Background: an optimization exercise with open tools, aiming at small area, a short achievable clock period and few clock cycles per item. Do not read the settings as production practice.
In this exercise RTL edits were held to simulation tests only and were not proved equivalent to the original.

==> flow/design.v, too long to show whole: its modules and the start of the top module <==
// module conv_core: 207 lines
// module dp9cs: 2187 lines
// module cnn_top: 29 lines
module cnn_top (
    input  wire        clk,
    input  wire        reset,
    input  wire        start,
    output wire        done,
    input  wire        ld_we,
    input  wire [6:0]  ld_addr,
    input  wire [15:0] ld_data,
    input  wire [5:0]  rd_addr,
    output wire [15:0] rd_data
);
  // ...
==> flow/run.sh <==
#!/bin/bash
# synth_recipe.tcl (not shown) runs the flow's synth.tcl, then flattens the netlist and writes it again
# the make line also repeats each setting of config.mk as NAME=value (left out here)
make -C /OpenROAD-flow-scripts/flow DESIGN_CONFIG=/design/flow/config.mk WORK_HOME=/design/flow/orfs CLKGATE_MAP_FILE= SYNTH_SCRIPT=/design/flow/synth_recipe.tcl finish
==> flow/config.mk <==
export PLATFORM = sky130hd
export DESIGN_NAME = cnn_top
export DESIGN_NICKNAME = cnn_top
export VERILOG_FILES = /design/flow/design.v
export SDC_FILE = /design/flow/constraint.sdc
export NUM_CORES = 4
export LEC_CHECK = 0
export ABC_AREA = 1
export CAP_MARGIN = 20
export CORE_MARGIN = 2
export CORE_UTILIZATION = 40
export SLEW_MARGIN = 20
==> flow/constraint.sdc <==
create_clock -name core_clock -period 20.0 [get_ports {clk}]
set_input_delay 4.0000 -clock core_clock [delete_from_list [all_inputs] [get_ports {clk}]]
set_output_delay 4.0000 -clock core_clock [all_outputs]
set_load 0.01 [all_outputs]
==> run summary, run 1 <==
- After floorplanning, the core was divided into approximately 270 placement rows.
- The total count of max-transition violations in the final report is 0.
- The most frequent cell after synthesis is sky130_fd_sc_hd__nand2_1.
- After Yosys synthesis, full adders, half adders and majority gates account for 19.4% of the synthesized area.
- The measured slew at the worst slew-check pin is 1.36 ns.
- The via count of the first global-routing pass was 164k.
- The maximum level of the CTS H-tree is 5.
- The design has 3,247 sequential cells.
- STA classifies the critical path startpoint as an input pin.
- The time the final worst path needs with I/O delays and setup is around 12 ns.
- The region available for standard cell placement spans 521,000 sq um.
- At the end of the flow the core is filled with cells to 44.5%.
- The run finished with no timing, DRC or antenna violations.
- In this run, post-CTS repair resized a total of 0 instances.
- The largest register by flop count is CORE.g_img.q.
- The most frequent standard cell in the layout excluding fill and tap cells is sky130_fd_sc_hd__nand2_1.
- Once routing completed, OpenROAD measured the worst setup slack at 8.27 ns.
- The initial antenna violation count was around 150.
- By area, the combinational part of the netlist is dominated by adder cells.
- In the synthesized netlist the dominant register cell turns out to be sky130_fd_sc_hd__edfxtp_1.
- The total congestion overflow is 0.
- Non-clock inverters in the final layout number between 1k and 1.5k.
Testbench counts, summed over its fixed seeds: cycles 19,352, jobs 128.
==> module conv_core, before the edit <==
module conv_core #(
    parameter DATA_WIDTH  = 16,
    parameter FRAC_BITS   = 8,
    parameter IMG_WIDTH   = 8,
    parameter IMG_HEIGHT  = 8,
    parameter NUM_FILTERS = 4
)(
    input  wire clk,
    input  wire reset,
    input  wire start,
    output reg  done,
    input  wire                  ld_we,
    input  wire [6:0]            ld_addr,
    input  wire [DATA_WIDTH-1:0] ld_data,
    input  wire [5:0]            rd_addr,
    output wire [DATA_WIDTH-1:0] rd_data
);
    wire [16*64-1:0] img;    
    wire [16*36-1:0] wt;     
    genvar gi, gj;
    generate
        for (gi = 0; gi < 64; gi = gi + 1) begin : g_img
            reg [15:0] q;
            always @(posedge clk)
                if (ld_we && ld_addr == gi)
                    q <= ld_data;
            assign img[16*gi +: 16] = q;
        end
        for (gi = 0; gi < 36; gi = gi + 1) begin : g_wt
            reg [15:0] q;
            always @(posedge clk)
                if (ld_we && ld_addr == 64 + gi)
                    q <= ld_data;
            assign wt[16*gi +: 16] = q;
        end
    endgenerate
    wire       img_w = ld_we & (ld_addr < 7'd64);
    wire [3:0] inval;
    generate
        for (gi = 0; gi < 4; gi = gi + 1) begin : g_inval
            assign inval[gi] = img_w |
                (ld_we & (ld_addr >= 64 + 9*gi) & (ld_addr < 73 + 9*gi));
        end
    endgenerate
    reg        act;          
    reg [17:0] pos;          
    reg [3:0]  fsel;         
    reg [3:0]  cf;           
    reg [3:0]  clean;        
    reg        running;      
    reg        copy;         
    reg        v1, odd1, last1;    
    reg        v2, odd2, last2;    
    reg [3:0]  f1, f2;             
    wire pos_odd  = |(pos & 18'b10_1010_1010_1010_1010);
    wire abort    = act & |(inval & fsel);           
    wire task_end = act & pos[17] & ~abort;
    wire [3:0] pend = ({4{v1 & last1}} & f1) | ({4{v2 & last2}} & f2);
    wire [3:0] need = ~cf & ~pend & ~(act ? fsel : 4'd0);
    wire [3:0] pick = need & ~(need - 4'd1);         
    wire       fin  = v2 & last2 & odd2;             
    always @(posedge clk) begin
        if (reset) begin
            act     <= 1'b0;
            pos     <= 18'd1;
            cf      <= 4'd0;
            running <= 1'b0;
            copy    <= 1'b0;
            v1      <= 1'b0;
            v2      <= 1'b0;
            done    <= 1'b0;
        end else begin
            v1    <= act;
            odd1  <= pos_odd;
            last1 <= task_end;
            f1    <= fsel;
            v2    <= v1;
            odd2  <= odd1;
            last2 <= last1;
            f2    <= f1;
            if (abort) begin
                pos <= 18'd1;
            end else if (act) begin
                pos <= {pos[16:0], pos[17]};
                if (pos[17]) begin
                    act <= |need;
                    if (|need)
                        fsel <= pick;
                end
            end else if (|need) begin
                act  <= 1'b1;
                pos  <= 18'd1;
                fsel <= pick;
            end
            cf <= (cf & ~inval) | ({4{fin}} & f2 & clean & ~inval);
            copy <= 1'b0;
            done <= copy;
            if (start)
                running <= 1'b1;
            if ((running | start) & ~copy & (&cf)) begin
                copy    <= 1'b1;
                running <= 1'b0;
            end
        end
    end
    always @(posedge clk)
        clean <= (clean | ({4{act & pos[0]}} & fsel)) & ~inval;
    reg [16*12-1:0] patch;
    integer i, j, p, c, f, k;
    always @* begin
        patch = {16*12{1'b0}};
        for (i = 0; i < 4; i = i + 1)
            for (j = 0; j < 3; j = j + 1)
                for (p = 0; p < 3; p = p + 1)
                    for (c = 0; c < 6; c = c + 1)
                        patch[16*(i*3+j) +: 16] = patch[16*(i*3+j) +: 16] |
                            ({16{pos[p*6+c]}} & img[16*((2*p+i)*8 + c + j) +: 16]);
    end
    reg [16*9-1:0] wsel;
    always @* begin
        wsel = {16*9{1'b0}};
        for (k = 0; k < 9; k = k + 1)
            for (f = 0; f < 4; f = f + 1)
                wsel[16*k +: 16] = wsel[16*k +: 16] | ({16{fsel[f]}} & wt[16*(f*9 + k) +: 16]);
    end
    wire [71:0] bn_c, b1_c, b2_c;
    generate
        for (gi = 0; gi < 9; gi = gi + 1) begin : g_benc
            wire [16:0] x = {wsel[16*gi +: 16], 1'b0};
            for (gj = 0; gj < 8; gj = gj + 1) begin : g_d
                assign bn_c[gi*8+gj] = x[2*gj+2];
                assign b1_c[gi*8+gj] = x[2*gj+1] ^ x[2*gj];
                assign b2_c[gi*8+gj] = (x[2*gj+2] & ~x[2*gj+1] & ~x[2*gj]) |
                                       (~x[2*gj+2] & x[2*gj+1] & x[2*gj]);
            end
        end
    endgenerate
    reg [16*12-1:0] patch_r;
    reg [71:0]      bn, b1, b2;
    always @(posedge clk) begin
        patch_r <= patch;
        bn      <= bn_c;
        b1      <= b1_c;
        b2      <= b2_c;
    end
    wire [143:0] px0, px1;
    generate
        for (gi = 0; gi < 3; gi = gi + 1) begin : g_px
            for (gj = 0; gj < 3; gj = gj + 1) begin : g_pxc
                assign px0[16*(gi*3+gj) +: 16] = patch_r[16*(gi*3+gj) +: 16];
                assign px1[16*(gi*3+gj) +: 16] = patch_r[16*((gi+1)*3+gj) +: 16];
            end
        end
    endgenerate
    wire [23:0] sa0, sb0, sa1, sb1;
    dp9cs DP0 (.px(px0), .bn(bn), .b1(b1), .b2(b2), .sa(sa0), .sb(sb0));
    dp9cs DP1 (.px(px1), .bn(bn), .b1(b1), .b2(b2), .sa(sa1), .sb(sb1));
    reg [23:0] ca0, cb0, ca1, cb1;
    always @(posedge clk) begin
        ca0 <= sa0; cb0 <= sb0;
        ca1 <= sa1; cb1 <= sb1;
    end
    wire [23:0] s0 = ca0 + cb0;
    wire [23:0] s1 = ca1 + cb1;
    wire [14:0] r0 = s0[23] ? 15'd0 : s0[22:8];
    wire [14:0] r1 = s1[23] ? 15'd0 : s1[22:8];
    wire [14:0] m01 = (r0 > r1) ? r0 : r1;               
    reg  [14:0] runmax;                                 
    wire [14:0] pooled = (runmax > m01) ? runmax : m01;
    always @(posedge clk)
        if (v2 && !odd2)
            runmax <= m01;
    reg [15*36-1:0] work;
    generate
        for (gi = 0; gi < 4; gi = gi + 1) begin : g_work
            always @(posedge clk)
                if (v2 && odd2 && f2[gi])
                    work[15*9*gi +: 15*9] <= {pooled, work[15*9*gi+15 +: 15*8]};
        end
    endgenerate
    reg [15*36-1:0] res;
    always @(posedge clk)
        if (copy)
            res <= work;
    wire [7:0]  rd_lo;                       
    wire [4:0]  rd_hi;                       
    wire [35:0] rd_sel;
    generate
        for (gi = 0; gi < 8; gi = gi + 1) begin : g_rdlo
            assign rd_lo[gi] = (rd_addr[2:0] == gi);
        end
        for (gi = 0; gi < 5; gi = gi + 1) begin : g_rdhi
            assign rd_hi[gi] = (rd_addr[5:3] == gi);
        end
        for (gi = 0; gi < 36; gi = gi + 1) begin : g_rdsel
            assign rd_sel[gi] = rd_hi[gi / 8] & rd_lo[gi % 8];
        end
    endgenerate
    reg [14:0] rd_res;
    integer a;
    always @* begin
        rd_res = 15'd0;
        for (a = 0; a < 36; a = a + 1)
            rd_res = rd_res | ({15{rd_sel[a]}} & res[15*a +: 15]);
    end
    assign rd_data = {1'b0, rd_res};
endmodule
==> inputs of run 2 (changes only) <==
--- a/flow/design.v
+++ b/flow/design.v
@@ -51,3 +51,2 @@
     reg        running;      
-    reg        copy;         
     reg        v1, odd1, last1;    
@@ -62,2 +61,3 @@
     wire       fin  = v2 & last2 & odd2;             
+    wire       fire = (running | start) & (&cf);     
     always @(posedge clk) begin
@@ -68,3 +68,2 @@
             running <= 1'b0;
-            copy    <= 1'b0;
             v1      <= 1'b0;
@@ -96,10 +95,7 @@
             cf <= (cf & ~inval) | ({4{fin}} & f2 & clean & ~inval);
-            copy <= 1'b0;
-            done <= copy;
-            if (start)
-                running <= 1'b1;
-            if ((running | start) & ~copy & (&cf)) begin
-                copy    <= 1'b1;
+            done <= fire;
+            if (fire)
                 running <= 1'b0;
-            end
+            else if (start)
+                running <= 1'b1;
         end
@@ -108,5 +104,14 @@
         clean <= (clean | ({4{act & pos[0]}} & fsel)) & ~inval;
+    wire [2:0] prsel = {|pos[17:12], |pos[11:6], |pos[5:0]};    
+    wire [5:0] csel  = pos[17:12] | pos[11:6] | pos[5:0];         
+    reg [16*32-1:0] rows;                    
     reg [16*12-1:0] patch;
-    integer i, j, p, c, f, k;
+    integer i, j, p, c, f, k, x;
     always @* begin
+        rows = {16*32{1'b0}};
+        for (i = 0; i < 4; i = i + 1)
+            for (x = 0; x < 8; x = x + 1)
+                for (p = 0; p < 3; p = p + 1)
+                    rows[16*(i*8+x) +: 16] = rows[16*(i*8+x) +: 16] |
+                        ({16{prsel[p]}} & img[16*((2*p+i)*8 + x) +: 16]);
         patch = {16*12{1'b0}};
@@ -114,6 +119,5 @@
             for (j = 0; j < 3; j = j + 1)
-                for (p = 0; p < 3; p = p + 1)
-                    for (c = 0; c < 6; c = c + 1)
-                        patch[16*(i*3+j) +: 16] = patch[16*(i*3+j) +: 16] |
-                            ({16{pos[p*6+c]}} & img[16*((2*p+i)*8 + c + j) +: 16]);
+                for (c = 0; c < 6; c = c + 1)
+                    patch[16*(i*3+j) +: 16] = patch[16*(i*3+j) +: 16] |
+                        ({16{csel[c]}} & rows[16*(i*8 + c + j) +: 16]);
     end
@@ -126,11 +130,17 @@
     end
-    wire [71:0] bn_c, b1_c, b2_c;
+    reg [16*12-1:0] patch_r;
+    reg [16*9-1:0]  wsel_r;
+    always @(posedge clk) begin
+        patch_r <= patch;
+        wsel_r  <= wsel;
+    end
+    wire [71:0] bn, b1, b2;
     generate
         for (gi = 0; gi < 9; gi = gi + 1) begin : g_benc
-            wire [16:0] x = {wsel[16*gi +: 16], 1'b0};
+            wire [16:0] x = {wsel_r[16*gi +: 16], 1'b0};
             for (gj = 0; gj < 8; gj = gj + 1) begin : g_d
-                assign bn_c[gi*8+gj] = x[2*gj+2];
-                assign b1_c[gi*8+gj] = x[2*gj+1] ^ x[2*gj];
-                assign b2_c[gi*8+gj] = (x[2*gj+2] & ~x[2*gj+1] & ~x[2*gj]) |
-                                       (~x[2*gj+2] & x[2*gj+1] & x[2*gj]);
+                assign bn[gi*8+gj] = x[2*gj+2];
+                assign b1[gi*8+gj] = x[2*gj+1] ^ x[2*gj];
+                assign b2[gi*8+gj] = (x[2*gj+2] & ~x[2*gj+1] & ~x[2*gj]) |
+                                     (~x[2*gj+2] & x[2*gj+1] & x[2*gj]);
             end
@@ -138,10 +148,2 @@
     endgenerate
-    reg [16*12-1:0] patch_r;
-    reg [71:0]      bn, b1, b2;
-    always @(posedge clk) begin
-        patch_r <= patch;
-        bn      <= bn_c;
-        b1      <= b1_c;
-        b2      <= b2_c;
-    end
     wire [143:0] px0, px1;
@@ -183,3 +185,3 @@
     always @(posedge clk)
-        if (copy)
+        if (fire && !reset)
             res <= work;
--- a/flow/config.mk
+++ b/flow/config.mk
@@ -11,2 +11,2 @@
 export CORE_UTILIZATION = 40
-export SLEW_MARGIN = 20
+export SLEW_MARGIN = 60
==> run summary, run 2 <==
- The flow ran to the end and the layout has no timing, DRC or antenna violations.
- In this run the cell area of the synthesized design comes to 201,000 sq um.
- The number of warnings printed during yosys synthesis is 1.
- Entering global routing, the biggest net connects between 100 and 150 pins.
- The number of instances in the synthesized netlist is between 15k and 20k.
- The total number of nets in the final design is 20.4k.
- At the worst endpoint, the required time is 16.00 ns.
- The endpoint arrival time on the critical path is 7.62 ns.
- Clock tree synthesis inserted a total of 337 buffers.
- The final-layout fill cell count is roughly 46k.
- The total congestion overflow is 0 (unchanged).
- Headroom to the max-slew limit came out at 49.8%.
- The cell type with the highest aggregate area in the netlist is sky130_fd_sc_hd__edfxtp_1.
- The clock passes through at most 4 buffers.
- The placed wire-length estimate is 756,000 um.
- The number of search-and-repair iterations in the first detailed-routing pass is 10.
- Setup violations remaining at the end of the flow were counted as 0.
- The die boundary height is 713 um.
- The TritonCTS clock tree is yes.
- After the first detailed-routing iteration, the DRC count stood at between 20k and 30k.
- The area share of the leading cell type in the synthesized netlist is 40.4%.
- The synthesized design contains between 3k and 4k register bits.
- The first global-routing pass estimated 1,400,000 um of wire.
- The time the final worst path needs with I/O delays and setup was 11.62 ns (-0.106 ns).
- STA classifies the critical path startpoint as an input pin.
- Sorting the synthesized cells by area gives the leading types as sky130_fd_sc_hd__edfxtp_1 (40%), sky130_fd_sc_hd__fa_1 (19%), sky130_fd_sc_hd__xor2_1 (8.7%).
- The count of instances resized after the clock tree is built is 0 (unchanged).
- The via count of the first global-routing pass is 154k (-5.8%).
- The clock latency of the later-clocked register in the worst-skew pair is 1.06 ns.
- Leaving out fill and tap cells, the most frequent cell in the layout is sky130_fd_sc_hd__nand2_1.
- The top cell types in the final layout, fill and taps aside, are sky130_fd_sc_hd__nand2_1 (4,146), sky130_fd_sc_hd__edfxtp_1 (2,711), sky130_fd_sc_hd__xor2_1 (1,988).
- The setup TNS is 0 ns.
- A synthesized cell averages 10.9 sq um.
- Across the run, the number of max-cap violations was 0.
- The initial utilization of the core area, before any placement, comes to between 40% and 50%.
- The number of flops mapped to enable cells by yosys is 2,711.
- The die footprint is between 500,000 and 600,000 sq um.
- By startpoint and endpoint, the worst setup path is classified as input pin to output pin.
- The register with the most flip-flops in the layout has ~1.0k of them.
- For this run, design rule violations remaining after detail routing come to 0.
- Input and output buffers added on the ports amount to 48.
- Summing the sequential cell areas from Yosys gives 45.0% of the chip area.
- In the finished design, the share of the clock period the worst path needs comes to 58.1%.
- The number of rows created at floorplan is 260 (-1.9%).
- The type of the tightest min-delay check is flop to flop.
- The area added between synthesis and finish is 13.1%.
- Setup repair after global routing left no endpoint under its margin.
- The mean number of vias per cell is 6.43.
- The maximum level of the CTS H-tree is 5 (unchanged).
- The most frequent cell after synthesis is sky130_fd_sc_hd__nand2_1.
- After detailed routing, the average wire length per cell comes to 41.7 um.
- The measured slew at the worst slew-check pin is 0.749 ns (-0.611 ns).
- The category of the worst setup path capture point is an output pin.
- The total detailed-routing wirelength is 1,060,000 um.
- The number of hold buffers added after CTS was 0.
- The worst clock skew is approximately 0.13 ns.
- The post-CTS setup repair buffer count is 0.
- The final hold violation count came to 0.
- The maximum net fanout on the critical path is 9.
- In the final layout, the registers with the most flip-flops are CORE.g_img.q (1024), CORE.g_wt.q (576).
- The total count of max-transition violations in the final report is 0 (unchanged).
- The area of the core region came to 501,000 sq um (-3.8%).
- For this design the top-level I/O count stands at 50.
- At the end of routability-driven placement, the weighted congestion stood at 1.13.
- The most instantiated flip-flop cell in the synthesis netlist is sky130_fd_sc_hd__edfxtp_1.
- The post-detailed-route count of antenna-violating nets is 0.
- Clock tree synthesis selected as its root buffer the cell sky130_fd_sc_hd__clkbuf_16.
- Synthesis produced a netlist with a net count of approximately 21k.
- The achievable clock frequency is 86.0 MHz.
- The worst hold slack is 0.387 ns.
- The post-CTS clock slew at the launch and capture registers of the worst setup and hold paths is 0.06 ns.
- Clock tree synthesis found a total of 3,174 sinks.
- The final route contains approximately 160k vias.
- Across every metal layer, demand over resource in global routing totals 41.0%.
- The initial antenna violation count is 109 (-29%).
- In the synthesized netlist, the cells that appear most often are sky130_fd_sc_hd__nand2_1 (4,192), sky130_fd_sc_hd__edfxtp_1 (2,711), sky130_fd_sc_hd__xor2_1 (1,999).
- More flip-flops sit in one register than any other, and that register is CORE.g_img.q.
- In the synthesized netlist the async set-or-reset flop fraction comes to 0%.
- The netlist uses between 60 and 70 different library cells.
- Measured along the x axis, the die boundary spans 713 um.
- Of the cells placed in the final design, the portion with a size suffix greater than 1 is 10.5%.
## run 2: critical path, stage by stage
cell and delay, ns:
sky130_fd_sc_hd__clkdlybuf4s50_1 0.59, sky130_fd_sc_hd__inv_1 0.10, sky130_fd_sc_hd__nor3_1 0.48, sky130_fd_sc_hd__inv_1 0.39
sky130_fd_sc_hd__nor2_2 0.54, sky130_fd_sc_hd__buf_4 0.32, sky130_fd_sc_hd__a22o_1 0.15, sky130_fd_sc_hd__a21oi_1 0.04
sky130_fd_sc_hd__nand4_1 0.18, sky130_fd_sc_hd__nor3_1 0.10, sky130_fd_sc_hd__nand4_1 0.15, sky130_fd_sc_hd__clkdlybuf4s50_1 0.56
## run 2: stage by stage
stage | setup WS (ns) | std cells | cell area [sq um] | utilization, %
detailed placement | 8.39 | 24600 | 215000 | 42.9
floorplan | 1.86 | 18400 | 201000 | -
CTS | 8.38 | 25300 | 226000 | 45.1
global route | 8.28 | 25300 | 227000 | 45.4
global placement | 8.07 | 24500 | 211000 | 42.1
finish | 8.38 | 25400 | 228000 | 45.4
## run 2: per-layer routing
layer  up-vias  global-route usage, %  share of wire (%)  routed length [um]
li1      63300                      -                  -                   -
met5         -                   1.45               0.15                1540
met2     14100                   56.7                 40              427000
met3      4063                   19.2                 14              147000
met4        90                   35.1                 11              117000
met1     81700                   47.8                 35              366000
## run 2: final cells by class
type                    instances  area, sq um  area share, %
inverters                    1060         4100           1.80
multi-input cells           12800       103000           45.3
repair buffers                906         9560           4.20
well taps                    6681         8360           3.67
diodes                        109          273          0.120
flip-flops and latches       3174        90800           39.9
clock inverters               184         2260          0.993
clock buffers                 438         9090           3.99
## run 2: cell families after synthesis
logic type	share of synthesized area, %
and+or+nand+nor	12.1
other	0.00186
adders and majority gates	20.2
xor gates and xnor gates	9.19
AOI/OAI and AO/OA	8.81
buffers and inverters	4.56
DFF	45.0
muxes	0.0323
## run 2: final timing paths
path | to | slack (ns) | start | cells after the start
setup / recovery | rd_data[11] | 8.38 | rd_addr[4] | 12
hold / removal | CORE.res[274] | 0.39 | CORE.work[274] | 0
setup reg to reg | CORE.cb1[23] | 11.22 | CORE.wsel_r[29] | 32
hold reg to reg | CORE.res[274] | 0.39 | CORE.work[274] | 0
Testbench counts of run 2, summed over its fixed seeds: cycles 19,224, jobs 128.

## re-timing with driven ports
The results above use ideal ports. As a check the final layouts listed here were re-extracted and re-timed, cells and wires unchanged.
Step 1 sets driving cells, clkbuf_16 on the clock port and buf_2 on the other inputs (assumed; they add their load-dependent delay and slew).
Step 2 times the ports against the registers' clock, not the clock port: input delays grow and output delays shrink by t, the midpoint of the rising clock arrivals with the driver on.
a / b / c = ideal ports / drivers / drivers and shift; a / b = the first two.
run	t, ns	slack for setup (ns)	worst data-port slew with drivers (ns)
run 1	1.202	8.271 / 8.240 / 8.240	0.16
run 2	1.130	8.377 / 8.350 / 8.350	0.10
After both steps setup and hold are still met in every run listed. For run 1, which loses most, drivers alone change the setup slack by -0.031 ns; drivers and shift together by -0.031 ns.
